Context: an optimization exercise on an open-source flow, tuned for small area and a short achievable clock period. The choices shown serve that exercise and are no tape-out recipe.
In this exercise RTL edits were held to simulation tests only and were not proved equivalent to the original.
No activity file was given, so power comes from the tool's default toggle rates.

==> branch raven: inputs <==
## alu
module alu # ( parameter WIDTH = 16, CMD_WIDTH = 4 ) (
	input clk, rst,
	input CE,
	input CIN,
	input mode,
	input [1:0] INP_INVALID,
	input [ CMD_WIDTH-1 :0] CMD,
	input [ WIDTH-1 :0] opa,
	input [ WIDTH-1 :0] opb,
	output reg ERR, OFLOW, g , l, e, cout,
	output reg [ 2 * WIDTH :0] RES
);
clock: 9.0 ns
lec_check: 0
abc_area: 1
cap_margin: 20
core_margin: 2
core_utilization: 40
slew_margin: 20
standard.sh (not shown) runs the stock make flow with config.mk's settings and CLKGATE_MAP_FILE= SYNTH_SCRIPT=/design/flow/synth_recipe.tcl, a recipe that flattens the netlist after the stock synthesis.
==> flow/flow/run.sh <==
#!/bin/bash
# The standard layout (the standard.sh, all of its steps), with two changes:
#  - synthesis: Yosys's synth command also gets -noabc, so its quick generic
#    ABC pass does not rewrite the full adders before extract_fa maps them (that
#    pass leaves an inverter between most pairs of adder cells).  The rest of
#    the synthesis script is synth_recipe.tcl unchanged (-nofsm -noshare,
#    flatten, renames), and ORFS's own ABC mapping still runs afterwards.
#  - placement: buffer_ports uses sky130_fd_sc_hd__buf_1 for the port buffers
#    instead of the delay cell it picks by default; every input and output port
#    still gets its own buffer.
# The make output is kept in standard.log.
set -euo pipefail
{
  echo 'proc synth {args} { yosys synth -nofsm -noshare -noabc {*}$args }'
  tail -n +2 synth_recipe.tcl
} > synth_noabc.tcl
bash standard.sh SYNTH_SCRIPT="$PWD/synth_noabc.tcl" \
  BUFFER_PORTS_ARGS="-buffer_cell sky130_fd_sc_hd__buf_1" finish > standard.log 2>&1
==> branch onyx (differences from branch raven) <==
--- a/flow/design.v
+++ b/flow/design.v
@@ -1041,17 +1041,21 @@
   assign p[28] = pp0[28] ^ g665;
   assign p[29] = pp0[29] ^ g667;
   assign p[30] = pp0[30] ^ g669;
   assign p[31] = pp0[31] ^ g671;
   assign p[32] = pp0[32] ^ g673;
-    wire z = ~|p[15:0];
+    wire [15:0] zt = {r1[14:0] | r2[14:0], cin};
+    wire z = &(~(r1 ^ r2 ^ zt));
     wire t00 = op_nand | op_nor | op_xnor | op_nota | op_notb;
     wire t01 = op_nand | op_or  | op_xor  | op_nota;
     wire t10 = op_nand | op_or  | op_xor  | op_notb;
     wire t11 = op_and  | op_or  | op_xnor;
-    wire [15:0] lut = ({16{t00}} & ~a & ~b) | ({16{t01}} & ~a & b) |
-                      ({16{t10}} & a & ~b) | ({16{t11}} & a & b);
+    wire [15:0] lut;
+    genvar gi;
+    generate for (gi = 0; gi < 16; gi = gi + 1) begin : g_lut
+        assign lut[gi] = a[gi] ? (b[gi] ? t11 : t10) : (b[gi] ? t01 : t00);
+    end endgenerate
     wire sel_p  = op_addt | op_mul;
     wire sel_lo = sel_p | op_rol | op_ror | op_shla;
     wire sel_hi = op_rol | op_ror | op_shra;
     wire [15:0] res_lo = ({16{sel_lo}} & p[15:0]) | ({16{sel_hi}} & p[31:16]) | lut |
                          ({16{op_shlb}} & {b[14:0], 1'b0}) | ({16{op_shrb}} & {1'b0, b[15:1]});
==> flow/run.sh (new file) <==
#!/bin/bash
# synth_recipe.tcl (not shown) runs the flow's synth.tcl, then flattens the netlist and writes it again
# the make line also repeats each setting of config.mk as NAME=value (left out here)
make -C /OpenROAD-flow-scripts/flow DESIGN_CONFIG=/design/flow/config.mk WORK_HOME=/design/flow/orfs CLKGATE_MAP_FILE= SYNTH_SCRIPT=/design/flow/synth_recipe.tcl finish
GPL_TIMING_DRIVEN = 0   (was unset)
removed: flow/flow/run.sh
removed: flow/standard.sh
==> branch xenon (differences from branch raven) <==
--- a/flow/design.v
+++ b/flow/design.v
@@ -1041,17 +1041,21 @@
   assign p[28] = pp0[28] ^ g665;
   assign p[29] = pp0[29] ^ g667;
   assign p[30] = pp0[30] ^ g669;
   assign p[31] = pp0[31] ^ g671;
   assign p[32] = pp0[32] ^ g673;
-    wire z = ~|p[15:0];
+    wire [15:0] zt = {r1[14:0] | r2[14:0], cin};
+    wire z = &(~(r1 ^ r2 ^ zt));
     wire t00 = op_nand | op_nor | op_xnor | op_nota | op_notb;
     wire t01 = op_nand | op_or  | op_xor  | op_nota;
     wire t10 = op_nand | op_or  | op_xor  | op_notb;
     wire t11 = op_and  | op_or  | op_xnor;
-    wire [15:0] lut = ({16{t00}} & ~a & ~b) | ({16{t01}} & ~a & b) |
-                      ({16{t10}} & a & ~b) | ({16{t11}} & a & b);
+    wire [15:0] lut;
+    genvar gi;
+    generate for (gi = 0; gi < 16; gi = gi + 1) begin : g_lut
+        assign lut[gi] = a[gi] ? (b[gi] ? t11 : t10) : (b[gi] ? t01 : t00);
+    end endgenerate
     wire sel_p  = op_addt | op_mul;
     wire sel_lo = sel_p | op_rol | op_ror | op_shla;
     wire sel_hi = op_rol | op_ror | op_shra;
     wire [15:0] res_lo = ({16{sel_lo}} & p[15:0]) | ({16{sel_hi}} & p[31:16]) | lut |
                          ({16{op_shlb}} & {b[14:0], 1'b0}) | ({16{op_shrb}} & {1'b0, b[15:1]});
==> flow/flow/run.sh (replaced) <==
#!/bin/bash
# The standard layout (the standard.sh, all of its steps), except that the
# port buffers that buffer_ports inserts at placement are sky130_fd_sc_hd__buf_1
# instead of the delay cell it picks by default.  Every input and output port
# still gets its own buffer.  The make output is kept in standard.log.
bash standard.sh BUFFER_PORTS_ARGS="-buffer_cell sky130_fd_sc_hd__buf_1" finish > standard.log 2>&1
GPL_TIMING_DRIVEN = 0   (was unset)
==> run notes <==
	branch onyx	branch raven	branch xenon
Min Clock Period, post-route	8.815 ns	8.325 ns	8.773 ns
Mapped Avg Cell Area	7.447 sq um	7.875 sq um	7.447 sq um
Clock-cell share of area	0.009253	0.01287	0.01144
Power density relative to cell area	48.64 nW/um^2	54.95 nW/um^2	51.11 nW/um^2
Run status	no timing/DRC/antenna violations	no timing/DRC/antenna violations	no timing/DRC/antenna violations
Xor and xnor fraction of the mapped netlist area	0.02019	0.01297	0.02019
Starting Density	0.4041	0.4078	0.4041
Area post-placement	14,800 sq um	12,960 sq um	14,320 sq um
Relative slew slack	0.6054	0.2497	0.4141
Switching component of the power	0.0003219 W	0.0003086 W	0.0003292 W
Number of logic stages on the critical path including buffering	33	28	31
Met2 track demand over resource in global routing	0.4291	0.4482	0.4467
Die height	187.4 um	178.3 um	187.4 um
Largest net degree at the start of global routing	27	40	29
Number of distinct library cell variants in the gate-level netlist after synthesis	53	50	53
Total length of routed met3 wires	4061 um	3051 um	3791 um
Total Power	0.0007432 W	0.0007214 W	0.0007547 W

-- afterwards: timing with drivers on the ports --
How much do the figures lean on ideal ports? The routed layouts below were timed once more, with nothing changed but the port constraints.
Step 1: set_driving_cell puts a clkbuf_16 on clk and a buf_2 on each other input, an assumption about the parent block.
Step 2 moves the port delays by t, midway between the first and last clock arrival at a register: inputs arrive t later, outputs are due t later. That takes back most of the time a late clock gives input paths.
Three values: ideal, step 1, step 2; two values: the first two.
run	t (ns)	setup slack, ns	worst register clock-pin slew, ns
branch raven	0.321	0.675 / 0.681 / 0.360	0.06 / 0.06
branch onyx	0.325	0.185 / 0.202 / -0.123	0.06 / 0.06
branch xenon	0.330	0.227 / 0.245 / -0.085	0.07 / 0.07
Met with ideal ports but missed after step 2: setup timing in branch onyx and branch xenon. For branch raven, which loses most, drivers alone change the setup slack by +0.006 ns; drivers and shift together by -0.315 ns.
